What follows belongs to an exercise in optimizing a design on an open flow for small area, a short achievable clock period and few clock cycles; a production flow would make more cautious choices. At most, simulation tests tie the RTL to the original design; equivalence was not proved.

== run Y ==
==> flow/design.v (excerpt) <==
module SP_wocg(
	clk,
	rst_n,
	in_valid,
	in_data,
	in_mode,
	out_valid,
	out_data
);
input clk, rst_n, in_valid;
input [2:0] in_mode;
input [8:0] in_data;
output reg out_valid;
output reg [8:0] out_data;
integer k;
function [8:0] qadd;     
	input [8:0] x, y;
	reg [9:0] s, s2;
	begin
		s  = {2'b0, x[7:0]} + {2'b0, y[7:0]};
		s2 = {2'b0, x[7:0]} + {2'b0, y[7:0]} + 10'd258;   
		if (s2[9]) qadd = {~(x[8] ^ y[8]), s2[7:0]};
		else       qadd = {x[8] ^ y[8], s[7:0]};
	end
endfunction
function [8:0] qsub;     
	input [8:0] x, y;
	reg [8:0] d, d2;
	begin
		d  = {1'b0, x[7:0]} - {1'b0, y[7:0]};
		d2 = {1'b0, x[7:0]} - {1'b0, y[7:0]} + 9'd254;
		if (d[8]) qsub = {~(x[8] ^ y[8]), d2[7:0]};
		else      qsub = {x[8] ^ y[8], d[7:0]};
	end
endfunction
function [8:0] maddq;    
	input [8:0] x, y;
	input       n;
	reg [9:0] s, s1;
	begin
		if (n) begin
			s  = {1'b0, x} - {1'b0, y};
			s1 = {1'b0, x} - {1'b0, y} + 10'd509;
			maddq = s[9] ? s1[8:0] : s[8:0];
		end else begin
			s  = {1'b0, x} + {1'b0, y};
			s1 = {1'b0, x} + {1'b0, y} + 10'd3;      
			maddq = (s1[9] | s[9]) ? s1[8:0] : s[8:0];
		end
	end
endfunction
function [2:0] pop6;
	input [5:0] v;
	begin
		case (v)
			6'd0: pop6 = 3'd0;
			6'd1: pop6 = 3'd1;
			6'd2: pop6 = 3'd1;
			6'd3: pop6 = 3'd2;
			6'd4: pop6 = 3'd1;
			6'd5: pop6 = 3'd2;
			6'd6: pop6 = 3'd2;
			6'd7: pop6 = 3'd3;
			6'd8: pop6 = 3'd1;
			6'd9: pop6 = 3'd2;
			6'd10: pop6 = 3'd2;
			6'd11: pop6 = 3'd3;
			6'd12: pop6 = 3'd2;
			6'd13: pop6 = 3'd3;
			6'd14: pop6 = 3'd3;
			6'd15: pop6 = 3'd4;
			6'd16: pop6 = 3'd1;
			6'd17: pop6 = 3'd2;
			6'd18: pop6 = 3'd2;
			6'd19: pop6 = 3'd3;
			6'd20: pop6 = 3'd2;
			6'd21: pop6 = 3'd3;
			6'd22: pop6 = 3'd3;
			6'd23: pop6 = 3'd4;
			6'd24: pop6 = 3'd2;
			6'd25: pop6 = 3'd3;
			6'd26: pop6 = 3'd3;
			6'd27: pop6 = 3'd4;
			6'd28: pop6 = 3'd3;
			6'd29: pop6 = 3'd4;
			6'd30: pop6 = 3'd4;
			6'd31: pop6 = 3'd5;
			6'd32: pop6 = 3'd1;
			6'd33: pop6 = 3'd2;
			6'd34: pop6 = 3'd2;
			6'd35: pop6 = 3'd3;
			6'd36: pop6 = 3'd2;
			6'd37: pop6 = 3'd3;
			6'd38: pop6 = 3'd3;
			6'd39: pop6 = 3'd4;
			6'd40: pop6 = 3'd2;
			6'd41: pop6 = 3'd3;
			6'd42: pop6 = 3'd3;
			6'd43: pop6 = 3'd4;
			6'd44: pop6 = 3'd3;
			6'd45: pop6 = 3'd4;
			6'd46: pop6 = 3'd4;
			6'd47: pop6 = 3'd5;
  ...
clock: 8.0 ns
lec_check: 0
abc_area: 1
abc_clock_period_in_ps: 3500
cap_margin: 20
core_margin: 2
core_utilization: 40
setup_slack_margin: 4.5
slew_margin: 20
synth_memory_max_bits: 16384
tns_end_percent: 5
run.sh (not shown) runs the stock make flow with config.mk's settings and CLKGATE_MAP_FILE= SYNTH_SCRIPT=/design/flow/synth_recipe.tcl, a recipe that flattens the netlist after the stock synthesis.
Input changes introduced in run G (baseline for comparison: run Y):
--- a/flow/design.v
+++ b/flow/design.v
@@ -30,31 +30,34 @@
 		d  = {1'b0, x[7:0]} - {1'b0, y[7:0]};
 		d2 = {1'b0, x[7:0]} - {1'b0, y[7:0]} + 9'd254;
 		if (d[8]) qsub = {~(x[8] ^ y[8]), d2[7:0]};
 		else      qsub = {x[8] ^ y[8], d[7:0]};
 	end
 endfunction
 function [8:0] maddq;    
 	input [8:0] x, y;
 	input       n;
 	reg [9:0] s, s1;
 	begin
-		if (n) begin
-			s  = {1'b0, x} - {1'b0, y};
-			s1 = {1'b0, x} - {1'b0, y} + 10'd509;
-			maddq = s[9] ? s1[8:0] : s[8:0];
-		end else begin
-			s  = {1'b0, x} + {1'b0, y};
-			s1 = {1'b0, x} + {1'b0, y} + 10'd3;      
-			maddq = (s1[9] | s[9]) ? s1[8:0] : s[8:0];
-		end
+		s  = {1'b0, x} + {1'b0, y ^ {9{n}}} + {9'd0, n};    
+		s1 = s + (n ? 10'd509 : 10'd3);                     
+		maddq = (n ? ~s[9] : s1[9]) ? s1[8:0] : s[8:0];
+	end
+endfunction
+function [8:0] madd;     
+	input [8:0] x, y;
+	reg [9:0] s, s1;
+	begin
+		s  = {1'b0, x} + {1'b0, y};
+		s1 = {1'b0, x} + {1'b0, y} + 10'd3;      
+		madd = s1[9] ? s1[8:0] : s[8:0];
 	end
 endfunction
 function [2:0] pop6;
 	input [5:0] v;
 	begin
 		case (v)
 			6'd0: pop6 = 3'd0;
 			6'd1: pop6 = 3'd1;
 			6'd2: pop6 = 3'd1;
 			6'd3: pop6 = 3'd2;
 			6'd4: pop6 = 3'd1;
@@ -762,22 +765,22 @@
 always @(*) begin
 	case ({mode[2], mode[1]})
 		2'b00:   begin o_s = rs[4]; o_c = rc[4]; end
 		2'b10:   begin o_s = rs[2]; o_c = rc[2]; end
 		default: begin o_s = rs[3]; o_c = rc[3]; end
 	endcase
 	o_d = 9'd0;
 	for (k = 0; k < 6; k = k + 1)
 		o_d = o_d | ((rk[k] == oc) ? rc[k] : 9'd0);
 	if (!mode[2]) o_d = o_c;
 end
-wire [8:0] e_val = maddq(o_s, o_d, 1'b0);
+wire [8:0] e_val = madd(o_s, o_d);
 always @(posedge clk or negedge rst_n) begin
 	if (!rst_n) begin
 		out_valid <= 1'b0;
 		out_data  <= 9'd0;
 	end else begin
 		out_valid <= ph_o;
 		out_data  <= ph_o ? e_val : 9'd0;
 	end
 end
 endmodule
--- outcome ---
Run G ran to completion and came out clean on the timing, design-rule and antenna checks. Mean instance size in the synthesized netlist in run G vs run Y: up about 1.4%. Compared with run Y, in run G maximum frequency shrank by about 6%, average vias per placed instance shrank by 0.93%, multi-input combinational area share held steady.
Testbench counts of run G, summed over its fixed seeds: cycles 6,903.
For run Y, only the layout was checked, not whether the RTL still works.

-- re-timing with driven ports --
Ports are ideal in the flow. The routed layouts listed here were re-timed in OpenROAD.
Step 1, drivers: a clkbuf_16 drives clk and a buf_2 each remaining input, both assumed.
Step 2, shift: input delay + t, output delay - t, t = (earliest + latest rising clock arrival at the registers) / 2. This alone moves slack from input paths to output paths.
Slacks: no drivers / after step 1 / after step 2; pairs: no drivers / after step 1.
run	t, ns	setup WS [ns]	worst hold slack (ns)
run Y	0.601	4.437 / 4.437 / 3.874	0.324 / 0.324 / 0.324
run G	0.601	4.211 / 4.238 / 3.637	0.324 / 0.324 / 0.324
After both steps setup and hold are still met in every run listed. The setup slack of run G, which loses most, moves by +0.027 ns with the drivers and by -0.574 ns with both steps.
